This is an optimization exercise on Yosys and OpenROAD, whose aim is small area, not a production implementation. Only simulation tests tie the RTL to the original design; equivalence was not proved. In runs 7 and 8 the design's own scripts or RTL, not TritonCTS, make the clock network. The clock port is modelled as an ideal driver, which makes a skipped or thinned clock tree look cheaper than it is; a real chip needs a root buffer or a tree. No activity file was given, so power comes from the tool's default toggle rates.

==> design.v <==
module micro
(
    input  logic        _iClk,
    input  logic        _iReset,
    input  logic [7:0]  _iInstMemData,
    output logic [7:0]  _oInstMemAddr,
    input  logic [7:0]  _iDataMemRData,
    output logic [7:0]  _oDataMemAddr,
    output logic [7:0]  _oDataMemWData,
    output logic        _oDataMemWrite
);
    logic [3:0] cnt;
    logic [7:1] pc;
    logic [7:0] acc;
    logic       flagC, flagN, flagNZ;    
    logic [1:0] cls;
    logic       x;
    logic [1:0] f;
    wire        exec  = cnt[3];
    wire [2:0]  step  = cnt[2:0];
    wire        step0 = (step == 3'd0);
    wire [7:0]  k     = _iInstMemData;
    wire [7:0] op = _iInstMemData;
    wire       dinv = (op[5:3] != 3'd0) ||
                      (op[2] && (op[7:6] == 2'b00 || op[7:6] == 2'b11));
    wire [1:0] dcls = dinv ? 2'b11 : op[7:6];
    wire       dx   = dinv || (op[7:6] == 2'b00 ? op[1] : op[2]);
    always_ff @(posedge _iClk) begin
        if (!exec) begin
            cls <= dcls;
            x   <= dx;
            f   <= op[1:0];
        end
    end
    wire isMem   = (cls == 2'b00);
    wire isArith = (cls == 2'b01);
    wire isLogic = (cls == 2'b10);
    wire isJump  = (cls == 2'b11);
    wire store   = isMem && f[0];
    wire storei  = store && x;
    wire load    = isMem && !f[0];
    assign _oInstMemAddr  = {pc, exec};
    assign _oDataMemAddr  = storei ? acc : k;
    assign _oDataMemWData = storei ? k : acc;
    assign _oDataMemWrite = exec && step0 && store;
    wire b   = x ? k[step] : _iDataMemRData[step];
    wire a   = acc[0];
    wire cin = flagC && (f[1] || !step0);
    wire sum = a ^ b ^ cin;
    wire cout = ((a ^ f[0]) & b) | ((a ^ f[0]) & cin) | (b & cin);
    logic lres;
    always_comb begin
        case (f)
            2'b00:   lres = !(a | b);
            2'b01:   lres = !(a & b);
            2'b10:   lres = a ^ b;
            default: lres = !(a ^ b);
        endcase
    end
    wire r     = isMem ? b : (isArith ? sum : lres);
    wire alu   = exec && (isArith || isLogic);
    wire wrAcc = alu || (exec && load);
    logic cond;
    always_comb begin
        case (f)
            2'b00:   cond = 1'b1;
            2'b01:   cond = !flagNZ;
            2'b10:   cond = flagC;
            default: cond = flagN;
        endcase
    end
    wire taken = isJump && !x && cond;
    wire last  = (cnt == 4'hF);
    wire [6:0] pcAdd = (last && taken) ? k[7:1] : 7'd0;
    logic [7:1] pcNext;
    logic [7:1] pcC;
    always_comb begin
        pcC[1] = last;
        for (int i = 1; i < 7; i++) begin
            pcNext[i] = pc[i] ^ pcAdd[i-1] ^ pcC[i];
            pcC[i+1]  = (pc[i] & pcAdd[i-1]) | (pc[i] & pcC[i]) | (pcAdd[i-1] & pcC[i]);
        end
        pcNext[7] = pc[7] ^ pcAdd[6] ^ pcC[7];
    end
    always_ff @(posedge _iClk, posedge _iReset) begin
        if (_iReset) begin
            cnt    <= 4'd0;
            pc     <= 7'd0;
            acc    <= 8'd0;
            flagC  <= 1'b0;
            flagN  <= 1'b0;
            flagNZ <= 1'b0;
        end
        else begin
            cnt <= cnt + 4'd1;
            pc  <= pcNext;
            acc <= {wrAcc ? r : a, acc[7:1]};
            if (alu) begin
                flagN  <= r;
                flagNZ <= r || (flagNZ && !step0);
                flagC  <= isArith && cout;
            end
        end
    end
endmodule
==> flow/run.sh <==
#!/bin/bash
# Layout flow: the standard ORFS flow (standard.sh) with three changes.
#  1. Synthesis maps logic with an area-oriented ABC script (flow/abc_area.script)
#     instead of ORFS's delay-oriented one. Synthesis is otherwise the standard
#     script (synth_recipe.tcl), so the registers are the standard synthesis's.
#  2. The buffers global placement puts on every input and output port use the
#     smallest buffer cell.
#  3. Clock tree synthesis uses no dummy load cells.
# Each tool's output goes to a log file in this folder.
set -euo pipefail
here=$PWD
rm -rf "$here/scripts_synth"
cp -r "$FLOW_HOME/scripts" "$here/scripts_synth"
cp "$here/flow/abc_area.script" "$here/scripts_synth/abc_speed.script"
SCRIPTS_DIR="$here/scripts_synth" bash standard.sh synth > synth.log 2>&1
export BUFFER_PORTS_ARGS="-buffer_cell sky130_fd_sc_hd__buf_1"
export CTS_ARGS="-sink_clustering_enable -repair_clock_nets -buf_list sky130_fd_sc_hd__clkbuf_8 -dont_use_dummy_load"
bash standard.sh > layout.log 2>&1
==> flow/abc_area.script <==
strash
dch -f
map -a
strash
dch -f
map -a
topo
==> standard.sh <==
#!/bin/bash
# synth_recipe.tcl (not shown) runs the flow's synth.tcl, then flattens the netlist and writes it again
# the make line also repeats each setting of config.mk as NAME=value (left out here)
make -C /OpenROAD-flow-scripts/flow DESIGN_CONFIG=/design/flow/config.mk WORK_HOME=/design/flow/orfs CLKGATE_MAP_FILE= SYNTH_SCRIPT=/design/flow/synth_recipe.tcl "${@:-finish}"
==> config.mk <==
export PLATFORM = sky130hd
export DESIGN_NAME = micro
export DESIGN_NICKNAME = micro
export VERILOG_FILES = /design/flow/design.v
export SDC_FILE = /design/flow/constraint.sdc
export NUM_CORES = 4
export LEC_CHECK = 0
export CAP_MARGIN = 20
export CORE_MARGIN = 2
export CORE_UTILIZATION = 40
export CTS_BUF_LIST = sky130_fd_sc_hd__clkbuf_8
export SLEW_MARGIN = 20
==> constraint.sdc <==
create_clock -name core_clock -period 10.0 [get_ports {_iClk}]
set_input_delay 2.0000 -clock core_clock [delete_from_list [all_inputs] [get_ports {_iClk}]]
set_output_delay 2.0000 -clock core_clock [all_outputs]
set_load 0.01 [all_outputs]
==> results of run 1 <==
cells by family (layout without fill, tap and decap cells):
family / count (synthesis) / after routing / synth area share
simple gates: 54 / 54 / 0.1459
flops: 27 / 27 / 0.4538
compound gates: 46 / 46 / 0.1629
xor+xnor: 6 / 6 / 0.03404
fa+ha+maj: 14 / 14 / 0.1426
buf+inv: 24 / 68 / 0.06078
area by class of cell:
cell class	instances	area [µm²]	share of cell area
Multi-Input combinational cell	120	749.5	0.4174
Sequential cell	27	700.7	0.3902
Timing Repair Buffer	42	157.7	0.08780
Inverter	23	86.33	0.04808
Tap cell	48	60.06	0.03345
Clock buffer	3	41.29	0.02300
worst max-delay path, stage by stage:
cell and delay (ns):
buf_1 0.15, clkinv_1 0.16, o21ai_0 0.19, buf_1 0.18
power by group through the flow:
stage,Clock (mW),Sequential (mW),Combinational (mW)
final,0.0587,0.123,0.0258
after detailed placement,0,0.125,0.0264
after global placement,0,0.125,0.0262
after floorplan,0,0.126,0.0134
after global routing,0.0657,0.124,0.0300
after CTS,0.0601,0.123,0.0263
cell usage in the layout (no fill, tap or decap), types with 3 or more instances in the layout:
cell type / count
a21oi_1: 15
buf_1: 42
clkbuf_8: 3
clkinv_1: 23
dfrtp_1: 22
edfxtp_1: 5
fa_1: 6
ha_1: 8
nand2_1: 25
nand3_1: 10
nor2_1: 15
o211ai_1: 4
o21ai_0: 23
xor2_1: 4
worst paths after layout:
path | endpoint | slack, ns | cells past startpoint
worst min register to register | acc[0] | 0.40 | 0
max in group asynchronous | acc[2] | 7.86 | 2
min in group asynchronous | pc[2] | 1.74 | 2
worst max-delay path | _oDataMemWData[1] | 5.32 | 4
worst min-delay path | acc[0] | 0.40 | 0
worst max register to register | pc[7] | 6.28 | 13
cells in the mapped netlist, types with 2 or more instances:
library cell	n	area share
nor2_1	15	0.036
clkinv_1	23	0.056
o211ai_1	4	0.019
xor2_1	4	0.023
xnor2_1	2	0.011
a21oi_1	15	0.049
nand3_1	10	0.032
edfxtp_1	5	0.097
o21ai_0	23	0.075
nand2_1	25	0.061
a31oi_1	2	0.0081
dfrtp_1	22	0.36
fa_1	6	0.078
ha_1	8	0.065
sequential cells by signal, indices dropped and copies added, names as in the netlist:
| name | count |
|---|---|
| x | 1 |
| cnt | 4 |
| acc | 8 |
| flagC | 1 |
| pc | 7 |
| f | 2 |
| flagNZ | 1 |
| cls | 2 |
| flagN | 1 |
routing by layer:
metal	GRT usage	up-vias	wire, µm
li1	-	662	-
met1	0.2423	567	1552
met2	0.2600	35	1473
met3	0.05281	2	224
met4	0.02296	0	19
met5	0	-	0
==> impl_metrics.env, run 1 <==
export IMPL_run_status="no timing/DRC/antenna violations"
export IMPL_grt_pass1_wl_um=5582
export IMPL_report_final_hold_viol_count=0
export IMPL_ys_ff_latch=27
export IMPL_powerDensity_mw_per_mm2=115.3
export IMPL_slew_viol_final=0
export IMPL_setup_viol=0
export IMPL_power_mw=0.2070
export IMPL_setup_slack_ns=5.316
export IMPL_nets=249
export IMPL_syn_nets=203
export IMPL_design_die_area_mm2=0.004373
export IMPL_dp_hpwl_um=2524
export IMPL_hold_class="reg -> reg"
export IMPL_period_share=0.4684
export IMPL_clkPwrFrac=0.283
export IMPL_antenna_found_initial=0
export IMPL_max_freq_mhz=213.5
export IMPL_cts_tree="done"
export IMPL_cts_resized=0
export IMPL_crit_path_max_fanout=4
export IMPL_die_y_um=66.13
export IMPL_start_util=0.4186
export IMPL_endpoint_kind="output port"
export IMPL_relSlewSlack=0.3424
export IMPL_postCtsHoldBufs=0
export IMPL_async_reset_ff_frac=0.8148
export IMPL_yosys_most_used_dff="dfrtp_1"
export IMPL_ir_worst_vdd_mv=0.09841
export IMPL_layout_area_overhead_vs_synth_pct=16.29
export IMPL_rsz0062_at_grt="no"
export IMPL_critPathArrivalTime_ns=2.68
export IMPL_cts_sinks=27
export IMPL_rr_startpoint="cnt[0]"
export IMPL_worstSkewPairLatency_ns=0.27
export IMPL_swShare=0.2581
export IMPL_path_clk_slew_ns=0.08
export IMPL_drtIter0Drc=33
export IMPL_ant_nets=0
export IMPL_synth_avg_cell_area_um2=9.029
export IMPL_core_area_mm2=0.003689
export IMPL_crit_type="in -> out"
export IMPL_drv_cap=0
export IMPL_totalWireLength_um=3270
export IMPL_place_area_mm2=0.001754
export IMPL_drt_drc_violations_left=0
export IMPL_avgViaCountPerCell=4.814
export IMPL_yosysSeqAreaShare=0.4538
export IMPL_grt_max_degree=33
export IMPL_synth_cell_types=21
export IMPL_nFillCells=382
export IMPL_hold_start="acc[1]"
export IMPL_rows=22
export IMPL_ioPinCount=43
export IMPL_design_area_mm2=0.001795
export IMPL_netlist_instances=171
export IMPL_fin_util=0.4868
export IMPL_firstDrtPassIters=4
export IMPL_worstPathRequired_ns=8.00
export IMPL_startpoint="_iInstMemData[1]"
export IMPL_drive_gt1_frac=0.01860
export IMPL_postCtsSetupBuffers=0
export IMPL_synth_edf_count=5
export IMPL_overflow=0
export IMPL_track_usage=0.1697
export IMPL_cts_made_buffers=3
export IMPL_clk_path_buf_depth=2
export IMPL_placed_cells=260
export IMPL_syn_area_mm2=0.001544
export IMPL_wire_per_inst_um=12.43
export IMPL_globalplace_congestion=0.7630
export IMPL_portBuffers=42
export IMPL_yosysWarnings=1
export IMPL_antennaDiodeCount=0
export IMPL_grt_pass1_vias=1192
export IMPL_seq_power_share=0.592
export IMPL_intPower_mw=0.1535
export IMPL_fin_cells=263
export IMPL_root_buffer="clkbuf_8"
export IMPL_cts_htree_levels=1
export IMPL_num_vias=1266
export IMPL_worstMarginPinSlew_ns=0.9836
export IMPL_start_kind="input port"
export IMPL_combPwrFrac=0.124
export IMPL_die_x_um=66.13
export IMPL_place_ws_ns=5.147
export IMPL_p_leak_nw=0.7390
export IMPL_fin_skew_ns=0.01163
export IMPL_min_period_ns=4.684
export IMPL_setup_tns_ns=0
export IMPL_p_switching_mw=0.05342
export IMPL_whs_ns=0.4009
==> run 2, diff against run 1 <==
--- a/flow/run.sh
+++ b/flow/run.sh
@@ -15,4 +15,4 @@
 SCRIPTS_DIR="$here/scripts_synth" bash standard.sh synth > synth.log 2>&1
 export BUFFER_PORTS_ARGS="-buffer_cell sky130_fd_sc_hd__buf_1"
-export CTS_ARGS="-sink_clustering_enable -repair_clock_nets -buf_list sky130_fd_sc_hd__clkbuf_8 -dont_use_dummy_load"
+export CTS_ARGS="-repair_clock_nets -buf_list sky130_fd_sc_hd__clkbuf_16 -root_buf sky130_fd_sc_hd__clkbuf_16 -dont_use_dummy_load"
 bash standard.sh > layout.log 2>&1
==> run 2 against run 1 <==
  * Utilization up 0.92 points
  * Worst hold slack got worse by 0.0046 ns
  * Power is 14% higher
  * Sequential power about the same
  * Clock power is 49% higher
  * First-iteration DRC count up 15%
  * Die area unchanged
  * Via count up 0.71%
  * Wire length grew 0.15%
  * Clock skew shrank 0.0042 ns
  * Final area is 1.9% higher
  * Synthesized area unchanged
  * Largest power group unchanged
==> impl_metrics.env, run 2 <==
export IMPL_cts_htree_levels=1
export IMPL_grt_busiest_layer="met2"
export IMPL_critPathArrivalTime_ns=2.69
export IMPL_drv_cap=0
export IMPL_avgViaCountPerCell=4.848
export IMPL_cts_tree="done"
export IMPL_clk_path_buf_depth=2
export IMPL_rrSetupSlack_ns=6.28
export IMPL_synthTopCellsByCount="25 x nand2_1, 23 x clkinv_1, 23 x o21ai_0, 22 x dfrtp_1"
export IMPL_worstSkewPairLatency_ns=0.26
export IMPL_ys_ff_latch=27
export IMPL_synth_edf_count=5
export IMPL_ys_top_cells_by_area="dfrtp_1 36%, edfxtp_1 9.7%, fa_1 7.8%, o21ai_0 7.5%, ha_1 6.5%"
export IMPL_largest_register_ffs=8
export IMPL_setup_slack_ns=5.308
export IMPL_num_vias=1275
export IMPL_nets=249
export IMPL_place_ws_ns=5.147
export IMPL_holdPathEnd="acc[0]"
export IMPL_yosysMostFrequentCell="nand2_1"
export IMPL_grt_pass1_wl_um=5637
export IMPL_setup_viol=0
export IMPL_placed_cells=260
export IMPL_track_usage=0.1719
export IMPL_drive_gt1_frac=0.01860
export IMPL_firstDrtPassIters=4
export IMPL_whs_ns=0.3963
export IMPL_hold_path_cell_count=0
export IMPL_worstMarginPinSlew_ns=0.9711
export IMPL_cts_resized=0
export IMPL_report_final_hold_viol_count=0
export IMPL_top_register="acc"
export IMPL_powerDensity_mw_per_mm2=128.8
export IMPL_layout_area_overhead_vs_synth_pct=18.48
export IMPL_hold_start="acc[1]"
export IMPL_start_kind="input port"
export IMPL_design_die_area_mm2=0.004373
export IMPL_endpoint_kind="output port"
export IMPL_hold_class="reg -> reg"
export IMPL_run_status="no timing/DRC/antenna violations"
export IMPL_reg2reg_depth=13
export IMPL_totalWireLength_um=3275
export IMPL_ant_nets=0
export IMPL_max_freq_mhz=213.1
export IMPL_portBuffers=42
export IMPL_root_buffer="clkbuf_16"
export IMPL_drtIter0Drc=38
export IMPL_wire_per_inst_um=12.45
export IMPL_ioPinCount=43
export IMPL_netlist_instances=171
export IMPL_layout_common_cells="42 x buf_1, 25 x nand2_1, 23 x clkinv_1, 23 x o21ai_0, 22 x dfrtp_1"
export IMPL_cts_made_buffers=3
export IMPL_grt_max_degree=33
export IMPL_crit_path_max_fanout=4
export IMPL_globalplace_congestion=0.7630
export IMPL_use_met3=0.05281
export IMPL_syn_area_mm2=0.001544
export IMPL_async_reset_ff_frac=0.8148
export IMPL_postCtsHoldBufs=0
export IMPL_reg_largest_list="acc (8), pc (7), cnt (4)"
export IMPL_overflow=0
export IMPL_r2r_end="pc[7]"
export IMPL_crit_type="in -> out"
export IMPL_fin_cells=263
export IMPL_synth_cell_types=21
export IMPL_yosys_area_top_type="dfrtp_1"
export IMPL_rsz0062_at_grt="no"
export IMPL_synth_avg_cell_area_um2=9.029
export IMPL_setup_tns_ns=0
export IMPL_postCtsSetupBuffers=0
export IMPL_die_x_um=66.13
export IMPL_grt_pass1_vias=1195
export IMPL_syn_nets=203
export IMPL_yosysWarnings=1
export IMPL_synth_top_area_frac=0.3566
export IMPL_min_period_ns=4.692
export IMPL_rows=22
export IMPL_met1_usage=0.2434
export IMPL_cts_sinks=27
export IMPL_die_y_um=66.13
export IMPL_yosys_most_used_dff="dfrtp_1"
export IMPL_drt_drc_violations_left=0
export IMPL_dp_hpwl_um=2524
export IMPL_layout_commonest_cell="buf_1"
export IMPL_slew_viol_final=0
export IMPL_antenna_found_initial=0
export IMPL_worstPathRequired_ns=8.00
export IMPL_relSlewSlack=0.3508
export IMPL_p_leak_nw=0.7544
export IMPL_core_area_mm2=0.003689
export IMPL_start_util=0.4186
export IMPL_yosysSeqAreaShare=0.4538
export IMPL_antennaDiodeCount=0
export IMPL_fin_skew_ns=0.007398
export IMPL_grt_use_met2=0.2625
export IMPL_rr_startpoint="cnt[0]"
export IMPL_ir_worst_vdd_mv=0.09896
export IMPL_period_share=0.4692
export IMPL_path_clk_slew_ns=0.06
-- run 2: critical path: stages --
cell	delay, ns
buf_1	0.15
clkinv_1	0.16
o21ai_0	0.19
buf_1	0.18
-- run 2: how the worst max path moves through the flow --
stage	slack [ns]	endpoint	from
global placement	5.18	pc[7]	_iInstMemData[1]
floorplan	5.36	pc[7]	_iInstMemData[1]
finish	5.31	_oDataMemWData[1]	_iInstMemData[1]
CTS	5.29	_oDataMemWData[1]	_iInstMemData[1]
detailed placement	5.15	pc[7]	_iInstMemData[1]
global route	5.20	_oDataMemWData[1]	_iInstMemData[1]
-- run 2: cells by family (layout without fill, tap and decap cells) --
group | Yosys count | after routing | share of synthesized area
AO/OA/AOI/OAI | 46 | 46 | 0.1629
XOR/XNOR | 6 | 6 | 0.03404
adder cells (fa/ha/maj) | 14 | 14 | 0.1426
buffers and inverters | 24 | 68 | 0.06078
flip-flops | 27 | 27 | 0.4538
AND/OR/NAND/NOR | 54 | 54 | 0.1459
-- run 2: final cells by class --
class | count | area [µm²]
Fill cell | 374 | 1859
Clock buffer | 3 | 75.07
Timing Repair Buffer | 42 | 157.7
Inverter | 23 | 86.33
Multi-Input combinational cell | 120 | 749.5
Sequential cell | 27 | 700.7
Tap cell | 48 | 60.06
-- run 2: per-stage QoR --
step | utilization | power [mW] | area (µm²)
floorplan | - | 0.1393 | 1544
global placement | 0.4756 | 0.1512 | 1754
detailed placement | 0.4756 | 0.1512 | 1754
CTS | 0.4959 | 0.2392 | 1829
global route | 0.4959 | 0.2488 | 1829
finish | 0.4959 | 0.2357 | 1829
-- run 2: per-layer routing --
layer	wire (µm)	share of wire
met2	1489	0.45
met3	223	0.068
met5	0	0
met4	16	0.0049
met1	1546	0.47
-- run 2: power breakdown --
group	switching (mW)	internal [mW]	leakage [nW]
registers	0.00521	0.117	0.310
logic	0.0165	0.00929	0.407
clock network	0.0342	0.0529	0.0370
==> run 3, diff against run 2 <==
--- a/flow/run.sh
+++ b/flow/run.sh
@@ -15,4 +15,4 @@
 SCRIPTS_DIR="$here/scripts_synth" bash standard.sh synth > synth.log 2>&1
 export BUFFER_PORTS_ARGS="-buffer_cell sky130_fd_sc_hd__buf_1"
-export CTS_ARGS="-repair_clock_nets -buf_list sky130_fd_sc_hd__clkbuf_16 -root_buf sky130_fd_sc_hd__clkbuf_16 -dont_use_dummy_load"
+export CTS_ARGS="-sink_clustering_enable -sink_clustering_size 30 -sink_clustering_max_diameter 500 -repair_clock_nets -buf_list sky130_fd_sc_hd__clkbuf_8 -root_buf sky130_fd_sc_hd__clkbuf_8 -dont_use_dummy_load"
 bash standard.sh > layout.log 2>&1
==> run 3 against run 2 <==
  * Clock skew grew 0.0042 ns
  * Worst hold slack gained 0.0046 ns
  * First-iteration DRC count shrank 13%
  * Utilization shrank 0.92 points
  * Final area shrank 1.8%
==> impl_metrics.env, run 3 <==
export IMPL_relSlewSlack=0.3424
export IMPL_syn_area_mm2=0.001544
export IMPL_path_clk_slew_ns=0.08
export IMPL_endpoint_kind="output port"
export IMPL_totalWireLength_um=3270
export IMPL_crit_chain="buf_1 -> clkinv_1 -> o21ai_0 -> buf_1"
export IMPL_worstSkewPairLatency_ns=0.27
export IMPL_p_leak_nw=0.7390
export IMPL_crit_type="in -> out"
export IMPL_synth_top_area_frac=0.3566
export IMPL_reg_largest_list="acc (8), pc (7), cnt (4)"
export IMPL_yosys_area_top_type="dfrtp_1"
export IMPL_synthTopCellsByCount="25 x nand2_1, 23 x clkinv_1, 23 x o21ai_0, 22 x dfrtp_1"
export IMPL_drv_cap=0
export IMPL_ioPinCount=43
export IMPL_report_final_hold_viol_count=0
export IMPL_powerDensity_mw_per_mm2=115.3
export IMPL_yosysSeqAreaShare=0.4538
export IMPL_layout_commonest_cell="buf_1"
export IMPL_largest_register_ffs=8
export IMPL_layout_area_overhead_vs_synth_pct=16.29
export IMPL_synth_avg_cell_area_um2=9.029
export IMPL_grt_pass1_vias=1192
export IMPL_postCtsHoldBufs=0
export IMPL_num_vias=1266
export IMPL_cts_made_buffers=3
export IMPL_critPathArrivalTime_ns=2.68
export IMPL_rows=22
export IMPL_synth_edf_count=5
export IMPL_yosysWarnings=1
export IMPL_overflow=0
export IMPL_crit_buf_inv=3
export IMPL_nFillCells=382
export IMPL_globalplace_congestion=0.7630
export IMPL_antennaDiodeCount=0
export IMPL_drtIter0Drc=33
export IMPL_seq_power_share=0.592
export IMPL_cpPeakStageDelay_ns=0.19
export IMPL_intPower_mw=0.1535
export IMPL_multi_input_area_um2=749.5
export IMPL_worstPathRequired_ns=8.00
export IMPL_setup_viol=0
export IMPL_fin_skew_ns=0.01163
export IMPL_die_y_um=66.13
export IMPL_swShare=0.2581
export IMPL_hold_class="reg -> reg"
export IMPL_crit_path_max_fanout=4
export IMPL_crit_path_top_delay_cell="o21ai_0"
export IMPL_start_util=0.4186
export IMPL_top_register="acc"
export IMPL_dp_hpwl_um=2524
export IMPL_layout_common_cells="42 x buf_1, 25 x nand2_1, 23 x clkinv_1, 23 x o21ai_0, 22 x dfrtp_1"
export IMPL_setup_tns_ns=0
export IMPL_min_period_ns=4.684
export IMPL_synth_cell_types=21
export IMPL_seq_area_um2=700.7
export IMPL_cts_sinks=27
export IMPL_rsz0062_at_grt="no"
export IMPL_track_usage=0.1697
export IMPL_async_reset_ff_frac=0.8148
export IMPL_postCtsSetupBuffers=0
export IMPL_ys_ff_latch=27
export IMPL_slew_viol_final=0
export IMPL_clkPwrFrac=0.283
export IMPL_combPwrFrac=0.124
export IMPL_antenna_found_initial=0
export IMPL_period_share=0.4684
export IMPL_grt_pass1_wl_um=5582
export IMPL_ys_top_cells_by_area="dfrtp_1 36%, edfxtp_1 9.7%, fa_1 7.8%, o21ai_0 7.5%, ha_1 6.5%"
export IMPL_portBuffers=42
export IMPL_placed_cells=260
export IMPL_syn_nets=203
export IMPL_grt_max_degree=33
export IMPL_worstMarginPinSlew_ns=0.9836
export IMPL_yosys_most_used_dff="dfrtp_1"
export IMPL_clk_path_buf_depth=2
export IMPL_ant_nets=0
export IMPL_core_area_mm2=0.003689
export IMPL_netlist_instances=171
export IMPL_cts_htree_levels=1
export IMPL_cts_tree="done"
export IMPL_avgViaCountPerCell=4.814
export IMPL_yosysMostFrequentCell="nand2_1"
export IMPL_cts_resized=0
export IMPL_design_die_area_mm2=0.004373
export IMPL_cp_top_family="buffers and inverters"
export IMPL_firstDrtPassIters=4
export IMPL_drive_gt1_frac=0.01860
export IMPL_root_buffer="clkbuf_8"
export IMPL_fin_util=0.4868
export IMPL_crit_top_cell="buf_1"
export IMPL_max_freq_mhz=213.5
export IMPL_run_status="no timing/DRC/antenna violations"
export IMPL_wire_per_inst_um=12.43
export IMPL_ir_worst_vdd_mv=0.09841
export IMPL_fin_cells=263
export IMPL_die_x_um=66.13
export IMPL_p_switching_mw=0.05342
export IMPL_nets=249
export IMPL_start_kind="input port"
export IMPL_drt_drc_violations_left=0
## run 3: cell counts after synthesis
Identical to the previous run, type by type.
## run 3: metrics by stage
stage / total power [mW] / cell area [µm²] / setup slack [ns] / hold WS (ns)
after detailed placement: 0.1512 / 1754 / 5.147 / 0.3849
after global routing: 0.2196 / 1795 / 5.204 / 0.4232
after CTS: 0.2091 / 1795 / 5.292 / 0.4034
final: 0.2070 / 1795 / 5.316 / 0.4009
after global placement: 0.1512 / 1754 / 5.185 / 0.3840
after floorplan: 0.1393 / 1544 / 5.361 / 0.3748
## run 3: area by class of cell
| cell class | count | area share |
|---|---|---|
| inverters | 23 | 0.04808 |
| clock buffers | 3 | 0.02300 |
| multi-input cells | 120 | 0.4174 |
| well taps | 48 | 0.03345 |
| flip-flops and latches | 27 | 0.3902 |
| repair buffers | 42 | 0.08780 |
## run 3: cell families after synthesis
group	after synthesis	synth area share
simple gates	54	0.1459
compound gates	46	0.1629
flops	27	0.4538
buf+inv	24	0.06078
fa+ha+maj	14	0.1426
xor+xnor	6	0.03404
## run 3: final timing paths
check,from,endpoint,slack (ns),cells after the start
setup / recovery,_iInstMemData[1],_oDataMemWData[1],5.32,4
hold / removal,acc[1],acc[0],0.40,0
setup reg to reg,cnt[0],pc[7],6.28,13
hold reg to reg,acc[1],acc[0],0.40,0
max in group asynchronous,_iReset,acc[2],7.86,2
min in group asynchronous,_iReset,pc[2],1.74,2
## run 3: power groups by stage
stage / clock network, mW / logic [mW] / registers [mW]
4_1_cts: 0.0601 / 0.0263 / 0.123
2_1_floorplan: 0 / 0.0134 / 0.126
6_report: 0.0587 / 0.0258 / 0.123
3_3_place_gp: 0 / 0.0262 / 0.125
5_1_grt: 0.0657 / 0.0300 / 0.124
3_5_place_dp: 0 / 0.0264 / 0.125
## run 3: layer usage
metal	share of wire	track usage	vias up
met5	0	0	-
met4	0.0058	0.02296	0
met3	0.069	0.05281	2
met2	0.45	0.2600	35
met1	0.47	0.2423	567
li1	-	-	662
==> run 4, diff against run 3 <==
==> run.sh (new file) <==
#!/bin/bash
# synth_recipe.tcl (not shown) runs the flow's synth.tcl, then flattens the netlist and writes it again
# the make line also repeats each setting of config.mk as NAME=value (left out here)
make -C /OpenROAD-flow-scripts/flow DESIGN_CONFIG=/design/flow/config.mk WORK_HOME=/design/flow/orfs CLKGATE_MAP_FILE= SYNTH_SCRIPT=/design/flow/synth_recipe.tcl finish
--- a/config.mk
+++ b/config.mk
@@ -9,4 +9,3 @@
 export CORE_MARGIN = 2
 export CORE_UTILIZATION = 40
-export CTS_BUF_LIST = sky130_fd_sc_hd__clkbuf_8
 export SLEW_MARGIN = 20
removed: flow/run.sh
removed: flow/abc_area.script
removed: standard.sh
==> run 4 against run 3 <==
  * Sequential share of layout area shrank 6.5 points
  * Power grew 1.5%
  * Sequential power shrank 5%
  * Still clean on timing, DRC and antenna
==> impl_metrics.env, run 4 <==
export IMPL_crit_chain="clkdlybuf4s50_1 -> inv_1 -> o21ai_0 -> clkdlybuf4s50_1"
export IMPL_grt_max_degree=23
export IMPL_clk_path_buf_depth=2
export IMPL_crit_path_top_delay_cell="clkdlybuf4s50_1"
export IMPL_start_util=0.4151
export IMPL_synth_avg_cell_area_um2=11.69
export IMPL_die_x_um=68.43
export IMPL_ys_top_cells_by_area="dfrtp_1 33%, edfxtp_1 9.0%, mux2_2 8.1%, fa_1 7.2%, mux4_1 6.3%"
export IMPL_worstPathRequired_ns=8.00
export IMPL_syn_nets=174
export IMPL_ioPinCount=43
export IMPL_netlist_instances=142
export IMPL_ys_ff_latch=27
export IMPL_cp_top_family="buffers and inverters"
export IMPL_design_die_area_mm2=0.004682
export IMPL_antenna_found_initial=0
export IMPL_totalWireLength_um=3743
export IMPL_syn_area_mm2=0.001660
export IMPL_drive_gt1_frac=0.1099
export IMPL_start_kind="input port"
export IMPL_crit_top_cell="clkdlybuf4s50_1"
export IMPL_postCtsHoldBufs=0
export IMPL_p_leak_nw=0.9398
export IMPL_synthTopCellsByCount="22 x dfrtp_1, 15 x inv_1, 13 x nand2_1, 12 x mux2_2"
export IMPL_min_period_ns=5.434
export IMPL_root_buffer="clkbuf_8"
export IMPL_cts_made_buffers=3
export IMPL_rows=23
export IMPL_reg_largest_list="acc (8), pc (7), cnt (4)"
export IMPL_layout_common_cells="42 x clkdlybuf4s50_1, 22 x dfrtp_1, 15 x inv_1, 13 x nand2_1, 12 x mux2_2"
export IMPL_yosys_most_used_dff="dfrtp_1"
export IMPL_globalplace_congestion=0.8349
export IMPL_powerDensity_mw_per_mm2=97.58
export IMPL_synth_top_area_frac=0.3316
export IMPL_track_usage=0.1876
export IMPL_slew_viol_final=0
export IMPL_worstSkewPairLatency_ns=0.27
export IMPL_hold_class="reg -> reg"
export IMPL_seq_area_um2=700.7
export IMPL_place_area_mm2=0.002107
export IMPL_endpoint_kind="output port"
export IMPL_max_freq_mhz=184.0
export IMPL_postCtsSetupBuffers=0
export IMPL_avgViaCountPerCell=5.073
export IMPL_cts_tree="done"
export IMPL_yosysSeqAreaShare=0.4220
export IMPL_worstMarginPinSlew_ns=0.8788
export IMPL_setup_tns_ns=0
export IMPL_yosysMostFrequentCell="dfrtp_1"
export IMPL_fin_util=0.5380
export IMPL_grt_pass1_wl_um=6251
export IMPL_period_share=0.5434
export IMPL_multi_input_area_um2=867.1
export IMPL_reg2reg_depth=13
export IMPL_num_vias=1177
export IMPL_crit_type="in -> out"
export IMPL_antennaDiodeCount=0
export IMPL_setup_viol=0
export IMPL_nets=215
export IMPL_overflow=0
export IMPL_ant_nets=0
export IMPL_run_status="no timing/DRC/antenna violations"
export IMPL_die_y_um=68.43
export IMPL_relSlewSlack=0.4135
export IMPL_crit_path_max_fanout=4
export IMPL_wire_per_inst_um=16.13
export IMPL_synth_cell_types=32
export IMPL_crit_buf_inv=3
export IMPL_core_area_mm2=0.004000
export IMPL_critPathArrivalTime_ns=3.43
export IMPL_cts_sinks=27
export IMPL_design_area_mm2=0.002152
export IMPL_dp_hpwl_um=2852
export IMPL_cts_resized=0
export IMPL_ir_worst_vdd_mv=0.06931
export IMPL_placed_cells=228
export IMPL_drt_drc_violations_left=0
export IMPL_path_clk_slew_ns=0.09
export IMPL_cp_num_cells=4
export IMPL_portBuffers=42
export IMPL_layout_area_overhead_vs_synth_pct=29.62
export IMPL_rsz0062_at_grt="no"
export IMPL_synth_edf_count=5
export IMPL_yosys_area_top_type="dfrtp_1"
export IMPL_setup_slack_ns=4.566
export IMPL_yosysWarnings=1
export IMPL_place_ws_ns=4.558
export IMPL_nFillCells=340
export IMPL_async_reset_ff_frac=0.8148
export IMPL_firstDrtPassIters=4
export IMPL_hold_path_cell_count=0
export IMPL_largest_register_ffs=8
export IMPL_layout_commonest_cell="clkdlybuf4s50_1"
export IMPL_cpPeakStageDelay_ns=0.59
export IMPL_drtIter0Drc=77
export IMPL_drv_cap=0
export IMPL_cts_htree_levels=1
export IMPL_fin_skew_ns=0.006579
export IMPL_fin_cells=232
export IMPL_grt_pass1_vias=1254
export IMPL_report_final_hold_viol_count=0
export IMPL_top_register="acc"
-- run 4: cell families (layout without fill, tap and decap cells) --
| group | Yosys count | count (layout) | synth area share |
|---|---|---|---|
| AO/OA/AOI/OAI | 18 | 18 | 0.07234 |
| multiplexers | 21 | 21 | 0.1794 |
| buffers and inverters | 21 | 61 | 0.05577 |
| flip-flops | 27 | 27 | 0.4220 |
| adder cells (fa/ha/maj) | 14 | 14 | 0.1326 |
| XOR/XNOR | 6 | 6 | 0.03166 |
| AND/OR/NAND/NOR | 35 | 35 | 0.1063 |
-- run 4: layout make-up --
cell class              count  area share
repair buffers             42      0.1953
clock buffers               4     0.02093
inverters                  15     0.02616
multi-input cells          94      0.4029
flip-flops and latches     27      0.3256
well taps                  50     0.02907
-- run 4: per-layer routing --
layer	GRT usage	vias up	share of wire
met2	0.3113	34	0.50
li1	-	566	-
met1	0.2407	571	0.44
met5	0	-	0
met3	0.04934	6	0.050
met4	0.05250	0	0.015
-- run 4: worst paths after layout --
kind | from | to | slack, ns
min | acc[2] | acc[1] | 0.41
min in group asynchronous | _iReset | pc[3] | 2.20
min reg2reg | acc[2] | acc[1] | 0.41
max in group asynchronous | _iReset | acc[7] | 7.25
max | _iInstMemData[7] | _oDataMemWData[7] | 4.57
max reg2reg | cnt[1] | pc[7] | 6.27
-- run 4: where the power goes --
group	leakage, nW	total (mW)	switching [mW]	internal (mW)
sequential	0.323	0.117	0.00274	0.114
clock	0.0228	0.0629	0.0343	0.0286
combinational	0.594	0.0303	0.0128	0.0175
total	0.940	0.210	0.0498	0.160
-- run 4: metrics by stage --
stage | power, mW | hold WS (ns)
floorplan | 0.1325 | 0.3651
global placement | 0.1489 | 0.3710
detailed placement | 0.1494 | 0.3918
CTS | 0.2126 | 0.4162
global route | 0.2201 | 0.4359
finish | 0.2100 | 0.4064
==> run 5, diff against run 4 <==
==> flow/run.sh (new file) <==
#!/bin/bash
# Standard ORFS layout (the standard.sh), with the port buffers that global
# placement inserts made from the smallest buffer cell instead of the default pick.
set -euo pipefail
export BUFFER_PORTS_ARGS="-buffer_cell sky130_fd_sc_hd__buf_1"
bash standard.sh > standard.log 2>&1
==> standard.sh (new file) <==
#!/bin/bash
# synth_recipe.tcl (not shown) runs the flow's synth.tcl, then flattens the netlist and writes it again
# the make line also repeats each setting of config.mk as NAME=value (left out here)
make -C /OpenROAD-flow-scripts/flow DESIGN_CONFIG=/design/flow/config.mk WORK_HOME=/design/flow/orfs CLKGATE_MAP_FILE= SYNTH_SCRIPT=/design/flow/synth_recipe.tcl "${@:-finish}"
--- a/config.mk
+++ b/config.mk
@@ -9,3 +9,4 @@
 export CORE_MARGIN = 2
 export CORE_UTILIZATION = 40
+export CTS_BUF_LIST = sky130_fd_sc_hd__clkbuf_8
 export SLEW_MARGIN = 20
removed: run.sh
==> run 5 against run 4 <==
  * Final area decreased by 12%
  * Combinational power decreased by 26%
  * First-iteration DRC count decreased by 52%
  * Global-route usage decreased by 1.7 points
  * Clock skew decreased by 0.0041 ns
  * Maximum frequency increased by 15%
  * Via count increased by 1.1%
  * Sequential power about the same
  * Worst hold slack improved by 0.0018 ns
  * Wire length decreased by 6.2%
  * Worst setup slack improved by 0.70 ns
==> impl_metrics.env, run 5 <==
export IMPL_drv_cap=0
export IMPL_yosysMostFrequentCell="dfrtp_1"
export IMPL_reg_largest_list="acc (8), pc (7), cnt (4)"
export IMPL_setup_tns_ns=0
export IMPL_synth_cell_types=32
export IMPL_globalplace_congestion=0.8194
export IMPL_synth_top_area_frac=0.3316
export IMPL_rr_startpoint="f[0]"
export IMPL_reg2reg_depth=12
export IMPL_top_register="acc"
export IMPL_ys_ff_latch=27
export IMPL_yosysWarnings=1
export IMPL_run_status="no timing/DRC/antenna violations"
export IMPL_core_area_mm2=0.004000
export IMPL_setup_viol=0
export IMPL_netlist_instances=142
export IMPL_antenna_found_initial=0
export IMPL_relSlewSlack=0.4192
export IMPL_fin_cells=232
export IMPL_dp_hpwl_um=2706
export IMPL_num_vias=1190
export IMPL_layout_common_cells="42 x buf_1, 22 x dfrtp_1, 15 x inv_1, 13 x nand2_1, 12 x mux2_2"
export IMPL_rsz0062_at_grt="no"
export IMPL_overflow=0
export IMPL_syn_area_mm2=0.001660
export IMPL_synthTopCellsByCount="22 x dfrtp_1, 15 x inv_1, 13 x nand2_1, 12 x mux2_2"
export IMPL_rrSetupSlack_ns=6.34
export IMPL_min_period_ns=4.737
export IMPL_worstSkewPairLatency_ns=0.28
export IMPL_period_share=0.4737
export IMPL_yosys_most_used_dff="dfrtp_1"
export IMPL_endpoint_kind="output port"
export IMPL_postCtsHoldBufs=0
export IMPL_critPathArrivalTime_ns=2.74
export IMPL_powerDensity_mw_per_mm2=108.3
export IMPL_yosysSeqAreaShare=0.4220
export IMPL_drive_gt1_frac=0.1154
export IMPL_layout_commonest_cell="buf_1"
export IMPL_antennaDiodeCount=0
export IMPL_nets=215
export IMPL_root_buffer="clkbuf_8"
export IMPL_start_kind="input port"
export IMPL_slew_viol_final=0
export IMPL_ioPinCount=43
export IMPL_max_freq_mhz=211.1
export IMPL_worstMarginPinSlew_ns=0.8703
export IMPL_syn_nets=174
export IMPL_hold_path_cell_count=0
export IMPL_design_die_area_mm2=0.004682
export IMPL_crit_type="in -> out"
export IMPL_postCtsSetupBuffers=0
export IMPL_largest_register_ffs=8
export IMPL_ant_nets=0
export IMPL_hold_class="reg -> reg"
export IMPL_totalWireLength_um=3510
export IMPL_worstPathRequired_ns=8.00
export IMPL_fin_skew_ns=0.002498
export IMPL_cts_sinks=27
export IMPL_crit_path_max_fanout=4
export IMPL_ys_top_cells_by_area="dfrtp_1 33%, edfxtp_1 9.0%, mux2_2 8.1%, fa_1 7.2%, mux4_1 6.3%"
export IMPL_firstDrtPassIters=4
export IMPL_grt_pass1_vias=1180
export IMPL_r2r_end="pc[7]"
export IMPL_grt_max_degree=23
export IMPL_cts_htree_levels=1
export IMPL_synth_avg_cell_area_um2=11.69
export IMPL_drt_drc_violations_left=0
export IMPL_portBuffers=42
export IMPL_holdPathEnd="acc[1]"
export IMPL_async_reset_ff_frac=0.8148
export IMPL_clk_path_buf_depth=2
export IMPL_cts_resized=0
export IMPL_cts_tree="done"
export IMPL_ir_worst_vdd_mv=0.07517
export IMPL_report_final_hold_viol_count=0
export IMPL_synth_edf_count=5
export IMPL_nFillCells=390
export IMPL_yosys_area_top_type="dfrtp_1"
export IMPL_rows=23
export IMPL_die_x_um=68.43
export IMPL_layout_area_overhead_vs_synth_pct=14.02
export IMPL_start_util=0.4151
export IMPL_avgViaCountPerCell=5.129
export IMPL_track_usage=0.1709
export IMPL_grt_pass1_wl_um=5740
export IMPL_drtIter0Drc=37
export IMPL_placed_cells=228
export IMPL_path_clk_slew_ns=0.10
export IMPL_wire_per_inst_um=15.13
export IMPL_die_y_um=68.43
export IMPL_hold_start="acc[2]"
export IMPL_p_leak_nw=0.8285
export IMPL_cts_made_buffers=3
[run 5: final cells by class]
cell class | count | area (µm²) | area share
clock inverters | 1 | 7.507 | 0.003966
multi-input cells | 94 | 867.1 | 0.4580
well taps | 50 | 62.56 | 0.03305
repair buffers | 42 | 157.7 | 0.08328
inverters | 15 | 56.30 | 0.02974
flip-flops and latches | 27 | 700.7 | 0.3701
clock buffers | 3 | 41.29 | 0.02181
[run 5: worst max-delay path by stage]
stage	start	end	slack, ns	depth (start not counted)
after floorplan	_iInstMemData[1]	pc[7]	5.46	10
after global placement	_iInstMemData[1]	pc[7]	5.25	11
after detailed placement	_iInstMemData[1]	pc[7]	5.10	11
after CTS	_iInstMemData[7]	_oDataMemWData[7]	5.28	4
after global routing	_iInstMemData[6]	_oDataMemWData[6]	5.20	4
final	_iInstMemData[7]	_oDataMemWData[7]	5.26	4
[run 5: report_power, final]
| part | switching (mW) | leakage [nW] | total [mW] | internal [mW] |
|---|---|---|---|---|
| combinational | 0.0128 | 0.484 | 0.0224 | 0.00959 |
| clock | 0.0376 | 0.0217 | 0.0659 | 0.0284 |
| sequential | 0.00256 | 0.323 | 0.117 | 0.114 |
| total | 0.0529 | 0.828 | 0.205 | 0.152 |
[run 5: stage by stage]
stage	utilization	worst slack, ns	power (mW)	cell area (µm²)	hold WS (ns)
after global routing	0.4733	5.199	0.2159	1893	0.4258
after CTS	0.4733	5.276	0.2057	1893	0.4101
after global placement	0.4611	5.246	0.1408	1844	0.3720
after floorplan	-	5.457	0.1325	1660	0.3651
final	0.4733	5.263	0.2050	1893	0.4081
after detailed placement	0.4611	5.104	0.1413	1844	0.3877
[run 5: critical path, stage by stage]
cell and delay (ns):
buf_1 0.21, inv_1 0.12, o21ai_0 0.22, buf_1 0.19
[run 5: logic make-up (layout without fill, tap and decap cells)]
family / Yosys count / count (layout) / share of synthesized area
xor gates and xnor gates: 6 / 6 / 0.03166
DFF: 27 / 27 / 0.4220
buffers and inverters: 21 / 61 / 0.05577
and+or+nand+nor: 35 / 35 / 0.1063
AOI/OAI and AO/OA: 18 / 18 / 0.07234
adders and majority gates: 14 / 14 / 0.1326
muxes: 21 / 21 / 0.1794
[run 5: layer usage]
metal	wire length, µm	part of all wire	global-route usage
met2	1721	0.49	0.2897
met3	177	0.050	0.04441
met5	0	0	0
met1	1586	0.45	0.2184
met4	25	0.0071	0.03750
==> run 6, diff against run 5 <==
--- a/config.mk
+++ b/config.mk
@@ -10,3 +10,5 @@
 export CORE_UTILIZATION = 40
 export CTS_BUF_LIST = sky130_fd_sc_hd__clkbuf_8
+export CTS_CLUSTER_DIAMETER = 200
+export CTS_CLUSTER_SIZE = 50
 export SLEW_MARGIN = 20
==> run 6 against run 5 <==
  * Still clean
  * Combinational power about the same
  * Wire length stayed put
  * Power is the same
  * Final area unchanged
==> impl_metrics.env, run 6 <==
export IMPL_run_status="no timing/DRC/antenna violations"
export IMPL_ys_top_cells_by_area="dfrtp_1 33%, edfxtp_1 9.0%, mux2_2 8.1%, fa_1 7.2%, mux4_1 6.3%"
export IMPL_yosysWarnings=1
export IMPL_rsz0062_at_grt="no"
export IMPL_setup_tns_ns=0
export IMPL_antennaDiodeCount=0
export IMPL_ant_nets=0
export IMPL_antenna_found_initial=0
export IMPL_layout_commonest_cell="buf_1"
export IMPL_die_x_um=68.43
export IMPL_ys_ff_latch=27
export IMPL_drv_cap=0
export IMPL_place_area_mm2=0.001844
export IMPL_synthTopCellsByCount="22 x dfrtp_1, 15 x inv_1, 13 x nand2_1, 12 x mux2_2"
export IMPL_top_register="acc"
export IMPL_endpoint_kind="output port"
export IMPL_layout_area_overhead_vs_synth_pct=14.02
export IMPL_totalWireLength_um=3510
export IMPL_ir_worst_vdd_mv=0.07517
export IMPL_overflow=0
export IMPL_crit_chain="buf_1 -> inv_1 -> o21ai_0 -> buf_1"
export IMPL_ioPinCount=43
export IMPL_dp_hpwl_um=2706
export IMPL_die_y_um=68.43
export IMPL_drt_drc_violations_left=0
export IMPL_cts_htree_levels=1
export IMPL_critPathArrivalTime_ns=2.74
export IMPL_hold_start="acc[2]"
export IMPL_p_leak_nw=0.8285
export IMPL_crit_type="in -> out"
export IMPL_period_share=0.4737
export IMPL_syn_nets=174
export IMPL_portBuffers=42
export IMPL_crit_buf_inv=3
export IMPL_placed_cells=228
export IMPL_rr_startpoint="f[0]"
export IMPL_largest_register_ffs=8
export IMPL_netlist_instances=142
export IMPL_reg_largest_list="acc (8), pc (7), cnt (4)"
export IMPL_core_area_mm2=0.004000
export IMPL_cts_tree="done"
export IMPL_nets=215
export IMPL_fin_util=0.4733
export IMPL_drive_gt1_frac=0.1154
export IMPL_worstSkewPairLatency_ns=0.28
export IMPL_slew_viol_final=0
export IMPL_grt_pass1_wl_um=5740
export IMPL_num_vias=1190
export IMPL_crit_path_max_fanout=4
export IMPL_start_kind="input port"
export IMPL_relSlewSlack=0.4192
export IMPL_syn_area_mm2=0.001660
export IMPL_synth_cell_types=32
export IMPL_yosys_most_used_dff="dfrtp_1"
export IMPL_worstPathRequired_ns=8.00
export IMPL_startpoint="_iInstMemData[7]"
export IMPL_crit_top_cell="buf_1"
export IMPL_cts_resized=0
export IMPL_synth_avg_cell_area_um2=11.69
export IMPL_crit_path_top_delay_cell="o21ai_0"
export IMPL_layout_common_cells="42 x buf_1, 22 x dfrtp_1, 15 x inv_1, 13 x nand2_1, 12 x mux2_2"
export IMPL_fin_cells=232
export IMPL_design_die_area_mm2=0.004682
export IMPL_drtIter0Drc=37
export IMPL_start_util=0.4151
export IMPL_powerDensity_mw_per_mm2=108.3
export IMPL_globalplace_congestion=0.8194
export IMPL_worstMarginPinSlew_ns=0.8703
export IMPL_cp_top_family="buffers and inverters"
export IMPL_rows=23
export IMPL_synth_top_area_frac=0.3316
export IMPL_min_period_ns=4.737
export IMPL_clk_path_buf_depth=2
export IMPL_setup_viol=0
export IMPL_postCtsSetupBuffers=0
export IMPL_cts_sinks=27
export IMPL_cpPeakStageDelay_ns=0.22
export IMPL_path_clk_slew_ns=0.10
export IMPL_report_final_hold_viol_count=0
export IMPL_synth_edf_count=5
export IMPL_async_reset_ff_frac=0.8148
export IMPL_firstDrtPassIters=4
export IMPL_track_usage=0.1709
export IMPL_yosysMostFrequentCell="dfrtp_1"
export IMPL_avgViaCountPerCell=5.129
export IMPL_design_area_mm2=0.001893
export IMPL_cts_made_buffers=3
export IMPL_wire_per_inst_um=15.13
export IMPL_yosys_area_top_type="dfrtp_1"
export IMPL_hold_class="reg -> reg"
export IMPL_yosysSeqAreaShare=0.4220
export IMPL_grt_max_degree=23
export IMPL_postCtsHoldBufs=0
export IMPL_root_buffer="clkbuf_8"
export IMPL_grt_pass1_vias=1180
export IMPL_fin_skew_ns=0.002498
export IMPL_max_freq_mhz=211.1
==> run 6: through the flow <==
| stage | hold slack (ns) | power (mW) | setup slack (ns) |
|---|---|---|---|
| after detailed placement | 0.3877 | 0.1413 | 5.104 |
| final | 0.4081 | 0.2050 | 5.263 |
| after global placement | 0.3720 | 0.1408 | 5.246 |
| after floorplan | 0.3651 | 0.1325 | 5.457 |
| after global routing | 0.4258 | 0.2159 | 5.199 |
| after CTS | 0.4101 | 0.2057 | 5.276 |
==> run 6: kinds of logic (layout without fill, tap and decap cells) <==
logic type,Yosys count,count (layout),share of synthesized area
and+or+nand+nor,35,35,0.1063
DFF,27,27,0.4220
muxes,21,21,0.1794
buffers and inverters,21,61,0.05577
AOI/OAI and AO/OA,18,18,0.07234
adders and majority gates,14,14,0.1326
xor gates and xnor gates,6,6,0.03166
==> run 6: power by group <==
group | switching [mW] | internal [mW]
logic | 0.0128 | 0.00959
registers | 0.00256 | 0.114
clock network | 0.0376 | 0.0284
total | 0.0529 | 0.152
==> run 6: worst paths after layout <==
| check | endpoint | slack (ns) | depth (start not counted) |
|---|---|---|---|
| max | _oDataMemWData[7] | 5.26 | 4 |
| min | acc[1] | 0.41 | 0 |
| max reg2reg | pc[7] | 6.34 | 12 |
| min reg2reg | acc[1] | 0.41 | 0 |
| max in group asynchronous | acc[0] | 7.60 | 2 |
| min in group asynchronous | cnt[2] | 1.86 | 2 |
==> run 6: cell type report <==
class / count / area (µm²)
fillers: 390 / 2107
multi-input cells: 94 / 867.1
flip-flops and latches: 27 / 700.7
repair buffers: 42 / 157.7
well taps: 50 / 62.56
inverters: 15 / 56.30
clock buffers: 3 / 41.29
clock inverters: 1 / 7.507
==> run 6: layer usage <==
metal	part of all wire	up-vias	wire length [µm]	GRT usage
li1	-	573	-	-
met1	0.45	574	1586	0.2184
met2	0.49	39	1721	0.2897
met3	0.050	4	177	0.04441
met4	0.0071	0	25	0.03750
met5	0	-	0	0
==> run 7, diff against run 6 <==
==> flow/run.sh (replaced) <==
#!/bin/bash
# Layout flow: the standard ORFS flow (standard.sh) with three changes.
#  1. Synthesis maps logic with an area-oriented ABC script (flow/abc_area.script)
#     instead of ORFS's delay-oriented one. Synthesis is otherwise the standard
#     script (synth_recipe.tcl), so the registers are the standard synthesis's.
#  2. The buffers global placement puts on every input and output port use the
#     smallest buffer cell.
#  3. Clock tree synthesis is replaced by one buffer that drives every flip-flop
#     clock pin (flow/cts_single.tcl).
# Each tool's output goes to a log file in this folder.
set -euo pipefail
here=$PWD
rm -rf "$here/scripts_synth"
cp -r "$FLOW_HOME/scripts" "$here/scripts_synth"
cp "$here/flow/abc_area.script" "$here/scripts_synth/abc_speed.script"
SCRIPTS_DIR="$here/scripts_synth" bash standard.sh synth > synth.log 2>&1
export BUFFER_PORTS_ARGS="-buffer_cell sky130_fd_sc_hd__buf_1"
export PRE_CTS_TCL="$here/flow/cts_single.tcl"
export CLOCK_ROOT_BUFFER=sky130_fd_sc_hd__buf_12
bash standard.sh > layout.log 2>&1
==> flow/abc_area.script (new file) <==
strash
dch -f
map -a
strash
dch -f
map -a
topo
==> flow/cts_single.tcl (new file) <==
# Sourced by ORFS's cts.tcl (PRE_CTS_TCL hook) before it calls clock_tree_synthesis.
# This design has few flip-flops, close together, so instead of a buffer tree one
# strong buffer, placed at the centre of the flip-flops, drives every clock pin.
proc clock_tree_synthesis { args } {
  set block [ord::get_db_block]
  set net [[$block findBTerm _iClk] getNet]
  set sx 0.0
  set sy 0.0
  set n 0
  foreach it [$net getITerms] {
    set bb [[$it getInst] getBBox]
    set sx [expr { $sx + ([$bb xMin] + [$bb xMax]) / 2.0 }]
    set sy [expr { $sy + ([$bb yMin] + [$bb yMax]) / 2.0 }]
    incr n
  }
  set dbu [$block getDbUnitsPerMicron]
  set x [expr { $sx / $n / $dbu }]
  set y [expr { $sy / $n / $dbu }]
  puts "single clock buffer for $n sinks at ($x, $y)"
  insert_buffer -buffer_cell $::env(CLOCK_ROOT_BUFFER) -net [$net getName] \
    -location [list $x $y] -buffer_name clkbuf_root -net_name clknet_root
  foreach n2 [$block getNets] {
    foreach it [$n2 getITerms] {
      if { [[$it getMTerm] getName] == "CLK" } { $n2 setSigType CLOCK; break }
    }
  }
  $net setSigType CLOCK
  set_propagated_clock [all_clocks]
}
--- a/config.mk
+++ b/config.mk
@@ -10,5 +10,3 @@
 export CORE_UTILIZATION = 40
 export CTS_BUF_LIST = sky130_fd_sc_hd__clkbuf_8
-export CTS_CLUSTER_DIAMETER = 200
-export CTS_CLUSTER_SIZE = 50
 export SLEW_MARGIN = 20
==> run 7 against run 6 <==
  * Die area down 6.6%
  * Synthesized cell count up 20%
  * Clock skew about the same
  * Maximum frequency increased by 1.1%
  * Utilization grew 0.77 points
  * Largest power group unchanged
==> impl_metrics.env, run 7 <==
export IMPL_run_status="no timing/DRC/antenna violations"
export IMPL_endpoint_kind="output port"
export IMPL_overflow=0
export IMPL_worstPathRequired_ns=8.00
export IMPL_synth_simple_area_share=0.1459
export IMPL_crit_path_max_fanout=4
export IMPL_yosys_most_used_dff="dfrtp_1"
export IMPL_synth_xor_area_share=0.03404
export IMPL_synth_avg_cell_area_um2=9.029
export IMPL_nFillCells=383
export IMPL_relSlewSlack=0.3460
export IMPL_wire_per_inst_um=12.39
export IMPL_layout_area_overhead_vs_synth_pct=14.91
export IMPL_layout_common_cells="42 x buf_1, 25 x nand2_1, 23 x clkinv_1, 23 x o21ai_0, 22 x dfrtp_1"
export IMPL_reg2reg_depth=13
export IMPL_worstSkewPairLatency_ns=0.14
export IMPL_num_vias=1259
export IMPL_synthAdderAreaFrac=0.1426
export IMPL_postCtsSetupBuffers=0
export IMPL_yosysSeqAreaShare=0.4538
export IMPL_synth_cell_types=21
export IMPL_powerDensity_mw_per_mm2=108.6
export IMPL_intPower_mw=0.1429
export IMPL_totalWireLength_um=3233
export IMPL_ys_ff_latch=27
export IMPL_p_leak_nw=0.7269
export IMPL_swShare=0.2579
export IMPL_grt_pass1_vias=1171
export IMPL_setup_viol=0
export IMPL_synth_edf_count=5
export IMPL_yosysWarnings=1
export IMPL_seq_power_share=0.637
export IMPL_r2r_end="pc[7]"
export IMPL_start_util=0.4186
export IMPL_synthTopCellsByCount="25 x nand2_1, 23 x clkinv_1, 23 x o21ai_0, 22 x dfrtp_1"
export IMPL_portBuffers=42
export IMPL_ioPinCount=43
export IMPL_drv_cap=0
export IMPL_ys_top_cells_by_area="dfrtp_1 36%, edfxtp_1 9.7%, fa_1 7.8%, o21ai_0 7.5%, ha_1 6.5%"
export IMPL_rr_startpoint="cnt[0]"
export IMPL_drive_gt1_frac=0.009390
export IMPL_min_period_ns=4.683
export IMPL_core_area_mm2=0.003689
export IMPL_avgViaCountPerCell=4.824
export IMPL_whs_ns=0.4074
export IMPL_reg_largest_list="acc (8), pc (7), cnt (4)"
export IMPL_antennaDiodeCount=0
export IMPL_start_kind="input port"
export IMPL_syn_nets=203
export IMPL_globalplace_congestion=0.7630
export IMPL_design_die_area_mm2=0.004373
export IMPL_yosys_area_top_type="dfrtp_1"
export IMPL_clkPwrFrac=0.230
export IMPL_critPathArrivalTime_ns=2.68
export IMPL_synth_top_area_frac=0.3566
export IMPL_cts_resized=0
export IMPL_layout_commonest_cell="buf_1"
export IMPL_rsz0062_at_grt="no"
export IMPL_yosysMostFrequentCell="nand2_1"
export IMPL_netlist_instances=171
export IMPL_ant_nets=0
export IMPL_hold_class="reg -> reg"
export IMPL_hold_start="acc[1]"
export IMPL_top_register="acc"
export IMPL_period_share=0.4683
export IMPL_grt_pass1_wl_um=5540
export IMPL_drt_drc_violations_left=0
export IMPL_crit_type="in -> out"
export IMPL_syn_area_mm2=0.001544
export IMPL_track_usage=0.1611
export IMPL_combPwrFrac=0.134
export IMPL_ir_worst_vdd_mv=0.06742
export IMPL_setup_tns_ns=0
export IMPL_antenna_found_initial=0
export IMPL_synth_compound_area_frac=0.1629
export IMPL_postCtsHoldBufs=0
export IMPL_nets=247
export IMPL_p_switching_mw=0.04966
export IMPL_max_freq_mhz=213.5
export IMPL_grt_max_degree=33
export IMPL_synth_mux_area_frac=0
export IMPL_holdPathEnd="acc[0]"
export IMPL_worstMarginPinSlew_ns=0.9782
export IMPL_largest_register_ffs=8
export IMPL_rows=22
export IMPL_rrSetupSlack_ns=6.28
export IMPL_synth_top_family_by_area="compound AO/OA/AOI/OAI gates"
export IMPL_fin_skew_ns=0.002965
export IMPL_die_y_um=66.13
export IMPL_die_x_um=66.13
export IMPL_async_reset_ff_frac=0.8148
export IMPL_path_clk_slew_ns=0.11
export IMPL_report_final_hold_viol_count=0
export IMPL_hold_path_cell_count=0
export IMPL_drtIter0Drc=40
export IMPL_slew_viol_final=0
export IMPL_firstDrtPassIters=4
export IMPL_dp_hpwl_um=2524
-- run 7: final cells by class, without the clock buffers --
type | count | area, µm² | area share
Sequential cell | 27 | 700.7 | 0.3949
Inverter | 23 | 86.33 | 0.04866
Timing Repair Buffer | 42 | 157.7 | 0.08886
Tap cell | 48 | 60.06 | 0.03385
Multi-Input combinational cell | 120 | 749.5 | 0.4224
-- run 7: per-stage QoR --
step	instances	total power [mW]	instance area, µm²	worst slack, ns	util
2_1_floorplan	171	0.1393	1544	5.361	-
3_3_place_gp	260	0.1512	1754	5.185	0.4756
3_5_place_dp	260	0.1512	1754	5.147	0.4756
4_1_cts	261	0.1946	1774	5.292	0.4810
5_1_grt	261	0.2038	1774	5.202	0.4810
6_report	261	0.1926	1774	5.317	0.4810
-- run 7: cells by family (layout without fill, tap and decap cells) --
logic type,count (synthesis),after routing
simple gates,54,54
compound gates,46,46
flops,27,27
buf+inv,24,66
fa+ha+maj,14,14
xor+xnor,6,6
-- run 7: critical path, stage by stage --
cell      delay, ns
buf_1          0.15
clkinv_1       0.16
o21ai_0        0.19
buf_1          0.18
-- run 7: power by group through the flow --
stage	Clock, mW	Combinational [mW]	Sequential [mW]
2_1_floorplan	0	0.0134	0.126
3_3_place_gp	0	0.0262	0.125
3_5_place_dp	0	0.0264	0.125
4_1_cts	0.0456	0.0263	0.123
5_1_grt	0.0499	0.0300	0.124
6_report	0.0442	0.0258	0.123
-- run 7: routing by layer --
metal  global-route usage  part of all wire  vias up
met2               0.2550              0.46       27
met3              0.02215             0.054        2
met1               0.2467              0.48      573
met5                    0                 0        -
met4             0.007653            0.0046        0
li1                     -                 -      657
-- run 7: worst max path at each step --
stage / startpoint / end / slack, ns / depth (start not counted)
final: _iInstMemData[1] / _oDataMemWData[1] / 5.32 / 4
after global routing: _iInstMemData[1] / pc[7] / 5.20 / 11
after CTS: _iInstMemData[1] / _oDataMemWData[1] / 5.29 / 4
after detailed placement: _iInstMemData[1] / pc[7] / 5.15 / 11
after global placement: _iInstMemData[1] / pc[7] / 5.18 / 11
after floorplan: _iInstMemData[1] / pc[7] / 5.36 / 10
==> run 8, diff against run 7 <==
--- a/design.v
+++ b/design.v
@@ -24,5 +24,5 @@
     wire       dinv = (op[5:3] != 3'd0) ||
                       (op[2] && (op[7:6] == 2'b00 || op[7:6] == 2'b11));
-    wire [1:0] dcls = dinv ? 2'b11 : op[7:6];
+    wire [1:0] dcls = dinv ? 2'b01 : {op[7] ^ op[6], op[7]};
     wire       dx   = dinv || (op[7:6] == 2'b00 ? op[1] : op[2]);
     always_ff @(posedge _iClk) begin
@@ -34,13 +34,12 @@
     end
     wire isMem   = (cls == 2'b00);
-    wire isArith = (cls == 2'b01);
-    wire isLogic = (cls == 2'b10);
-    wire isJump  = (cls == 2'b11);
+    wire isArith = (cls == 2'b10);
+    wire isLogic = (cls == 2'b11);
+    wire isJump  = (cls == 2'b01);
     wire store   = isMem && f[0];
-    wire storei  = store && x;
     wire load    = isMem && !f[0];
     assign _oInstMemAddr  = {pc, exec};
-    assign _oDataMemAddr  = storei ? acc : k;
-    assign _oDataMemWData = storei ? k : acc;
+    assign _oDataMemAddr  = x ? acc : k;
+    assign _oDataMemWData = x ? k : acc;
     assign _oDataMemWrite = exec && step0 && store;
     wire b   = x ? k[step] : _iDataMemRData[step];
@@ -59,5 +58,5 @@
     end
     wire r     = isMem ? b : (isArith ? sum : lres);
-    wire alu   = exec && (isArith || isLogic);
+    wire alu   = exec && cls[1];
     wire wrAcc = alu || (exec && load);
     logic cond;
==> run 8 against run 7 <==
  * Final area decreased by 1.8%
  * Clock power about the same
  * Clock skew about the same
  * Power increased by 2.6%
  * Worst hold slack improved by 0.0043 ns
  * Utilization decreased by 0.17 points
  * Largest power group unchanged
  * Final cell count increased by 0.77%
  * Highest routed layer unchanged
  * Sequential power about the same
  * Flip-flop and latch count unchanged
==> impl_metrics.env, run 8 <==
export IMPL_run_status="no timing/DRC/antenna violations"
export IMPL_whs_ns=0.4116
export IMPL_crit_top_cell="fa_1"
export IMPL_drtIter0Drc=51
export IMPL_cpPeakStageDelay_ns=0.38
export IMPL_setup_viol=0
export IMPL_power_mw=0.1975
export IMPL_crit_path_top_delay_cell="fa_1"
export IMPL_antenna_found_initial=0
export IMPL_hold_class="reg -> reg"
export IMPL_slew_viol_final=0
export IMPL_p_leak_nw=0.7186
export IMPL_ys_top_cells_by_area="dfrtp_1 36%, nand2_1 12%, edfxtp_1 9.9%, fa_1 7.9%, o21ai_0 5.6%"
export IMPL_yosysWarnings=1
export IMPL_portBuffers=42
export IMPL_wire_per_inst_um=12.38
export IMPL_seq_area_um2=700.7
export IMPL_nFillCells=381
export IMPL_avgViaCountPerCell=4.932
export IMPL_multi_input_area_um2=724.4
export IMPL_num_vias=1297
export IMPL_largest_register_ffs=8
export IMPL_design_area_mm2=0.001742
export IMPL_grt_pass1_wl_um=5285
export IMPL_max_freq_mhz=213.2
export IMPL_fin_skew_ns=0.003218
export IMPL_period_share=0.4691
export IMPL_ys_ff_latch=27
export IMPL_drt_drc_violations_left=0
export IMPL_globalplace_congestion=0.8691
export IMPL_placed_cells=262
export IMPL_crit_path_max_fanout=5
export IMPL_synth_cell_types=22
export IMPL_synth_top_area_frac=0.3642
export IMPL_fin_cells=263
export IMPL_endpoint_kind="flip-flop"
export IMPL_yosys_most_used_dff="dfrtp_1"
export IMPL_async_reset_ff_frac=0.8148
export IMPL_reg_largest_list="acc (8), pc (7), cnt (4)"
export IMPL_worstSkewPairLatency_ns=0.14
export IMPL_layout_commonest_cell="nand2_1"
export IMPL_crit_type="in -> reg"
export IMPL_ioPinCount=43
export IMPL_syn_nets=202
export IMPL_die_y_um=65.47
export IMPL_syn_area_mm2=0.001511
export IMPL_cp_top_family="adder cells"
export IMPL_rsz0062_at_grt="no"
export IMPL_min_period_ns=4.691
export IMPL_layout_area_overhead_vs_synth_pct=15.23
export IMPL_postCtsSetupBuffers=0
export IMPL_ir_worst_vdd_mv=0.06274
export IMPL_top_register="acc"
export IMPL_crit_buf_inv=2
export IMPL_grt_pass1_vias=1162
export IMPL_synthTopCellsByCount="48 x nand2_1, 22 x dfrtp_1, 21 x clkinv_1, 17 x o21ai_0"
export IMPL_cts_resized=0
export IMPL_overflow=0
export IMPL_rows=22
export IMPL_dp_hpwl_um=2607
export IMPL_worstMarginPinSlew_ns=0.8100
export IMPL_layout_common_cells="48 x nand2_1, 42 x buf_1, 22 x dfrtp_1, 21 x clkinv_1, 17 x o21ai_0"
export IMPL_die_x_um=65.47
export IMPL_core_area_mm2=0.003633
export IMPL_start_util=0.4160
export IMPL_postCtsHoldBufs=0
export IMPL_drive_gt1_frac=0.009302
export IMPL_synth_edf_count=5
export IMPL_worstPathRequired_ns=10.04
export IMPL_setup_tns_ns=0
export IMPL_netlist_instances=173
export IMPL_crit_chain="buf_1 -> nand4_1 -> fa_1 -> clkinv_1 -> fa_1 -> fa_1 -> fa_1 -> fa_1 -> fa_1 -> xor2_1 -> xor2_1"
export IMPL_path_clk_slew_ns=0.11
export IMPL_ant_nets=0
export IMPL_antennaDiodeCount=0
export IMPL_nets=246
export IMPL_synth_avg_cell_area_um2=8.737
export IMPL_drv_cap=0
export IMPL_place_area_mm2=0.001722
export IMPL_relSlewSlack=0.4567
export IMPL_firstDrtPassIters=4
export IMPL_powerDensity_mw_per_mm2=113.4
export IMPL_report_final_hold_viol_count=0
export IMPL_totalWireLength_um=3256
export IMPL_yosysSeqAreaShare=0.4636
export IMPL_track_usage=0.1550
export IMPL_start_kind="input port"
export IMPL_yosys_area_top_type="dfrtp_1"
export IMPL_critPathArrivalTime_ns=4.73
export IMPL_yosysMostFrequentCell="nand2_1"
export IMPL_grt_max_degree=28
export IMPL_design_die_area_mm2=0.004286
==> run 8: cell count changes after synthesis, moves of 2 or more <==
cell and delta:
nand2_1 +23, a21oi_1 -8, o21ai_0 -6, nor2_1 -4
ha_1 -3, a31oi_1 -2, clkinv_1 -2
==> run 8: path summary, 6_finish.rpt <==
kind,slack (ns),cells after the start,endpoint,startpoint
max,5.31,11,pc[7],_iInstMemData[1]
min,0.41,0,acc[3],acc[4]
max reg2reg,6.25,11,pc[7],x
min reg2reg,0.41,0,acc[3],acc[4]
max in group asynchronous,7.75,2,cnt[0],_iReset
min in group asynchronous,1.87,2,pc[1],_iReset
==> run 8: cell families after synthesis <==
logic type,count (synthesis),share of synthesized area
buffers and inverters,22,0.05712
adder cells (fa/ha/maj),11,0.1209
XOR/XNOR,6,0.03477
flip-flops,27,0.4636
AND/OR/NAND/NOR,76,0.2086
AO/OA/AOI/OAI,31,0.1151
==> run 8: final cells by class, without the clock buffers <==
class,instances,area share
Multi-Input combinational cell,124,0.4159
Sequential cell,27,0.4023
Tap cell,48,0.03448
Timing Repair Buffer,42,0.09052
Inverter,21,0.04526
==> run 8: power breakdown <==
part           switching (mW)  leakage (nW)  total (mW)  internal (mW)
registers             0.00542         0.311       0.123          0.117
logic                  0.0196         0.398      0.0305         0.0109
clock network          0.0281       0.00940      0.0445         0.0163
==> run 8: metrics by stage <==
step	setup WS, ns	util
3_5_place_dp	5.105	0.4738
6_report	5.309	0.4793
5_1_grt	5.177	0.4793
4_1_cts	5.285	0.4793
3_3_place_gp	5.171	0.4738
2_1_floorplan	5.347	-
==> run 8: per-layer routing <==
metal | track usage | wire length (µm) | up-vias
met5 | 0 | 0 | -
met4 | 0.005208 | 17 | 0
met3 | 0.006849 | 130 | 2
met2 | 0.2615 | 1473 | 31
met1 | 0.2354 | 1635 | 603
li1 | - | - | 661

==> static timing again, ports no longer ideal <==
The flow's constraints put no driver on any port. The routed layouts listed below were extracted and timed again, unchanged, in two steps. Step 1, drivers: a clkbuf_16 drives _iClk and a buf_2 each remaining input, both assumed. Step 2 also shifts input and output timing later by t, the mid clock arrival at the registers, as if the neighbouring blocks saw the same clock. a / b / c = ideal ports / drivers / drivers and shift; a / b = the first two.
run | t, ns | slack for setup (ns)
run 1 | 0.290 | 5.316 / 5.284 / 5.142
run 2 | 0.286 | 5.308 / 5.276 / 5.139
run 3 | 0.290 | 5.316 / 5.284 / 5.142
run 4 | 0.297 | 4.566 / 4.543 / 4.543
run 5 | 0.301 | 5.263 / 5.242 / 5.189
run 6 | 0.301 | 5.263 / 5.242 / 5.189
run 7 | 0.170 | 5.317 / 5.285 / 5.157
run 8 | 0.170 | 5.309 / 5.287 / 5.147
After both steps setup and hold are still met in every run listed.
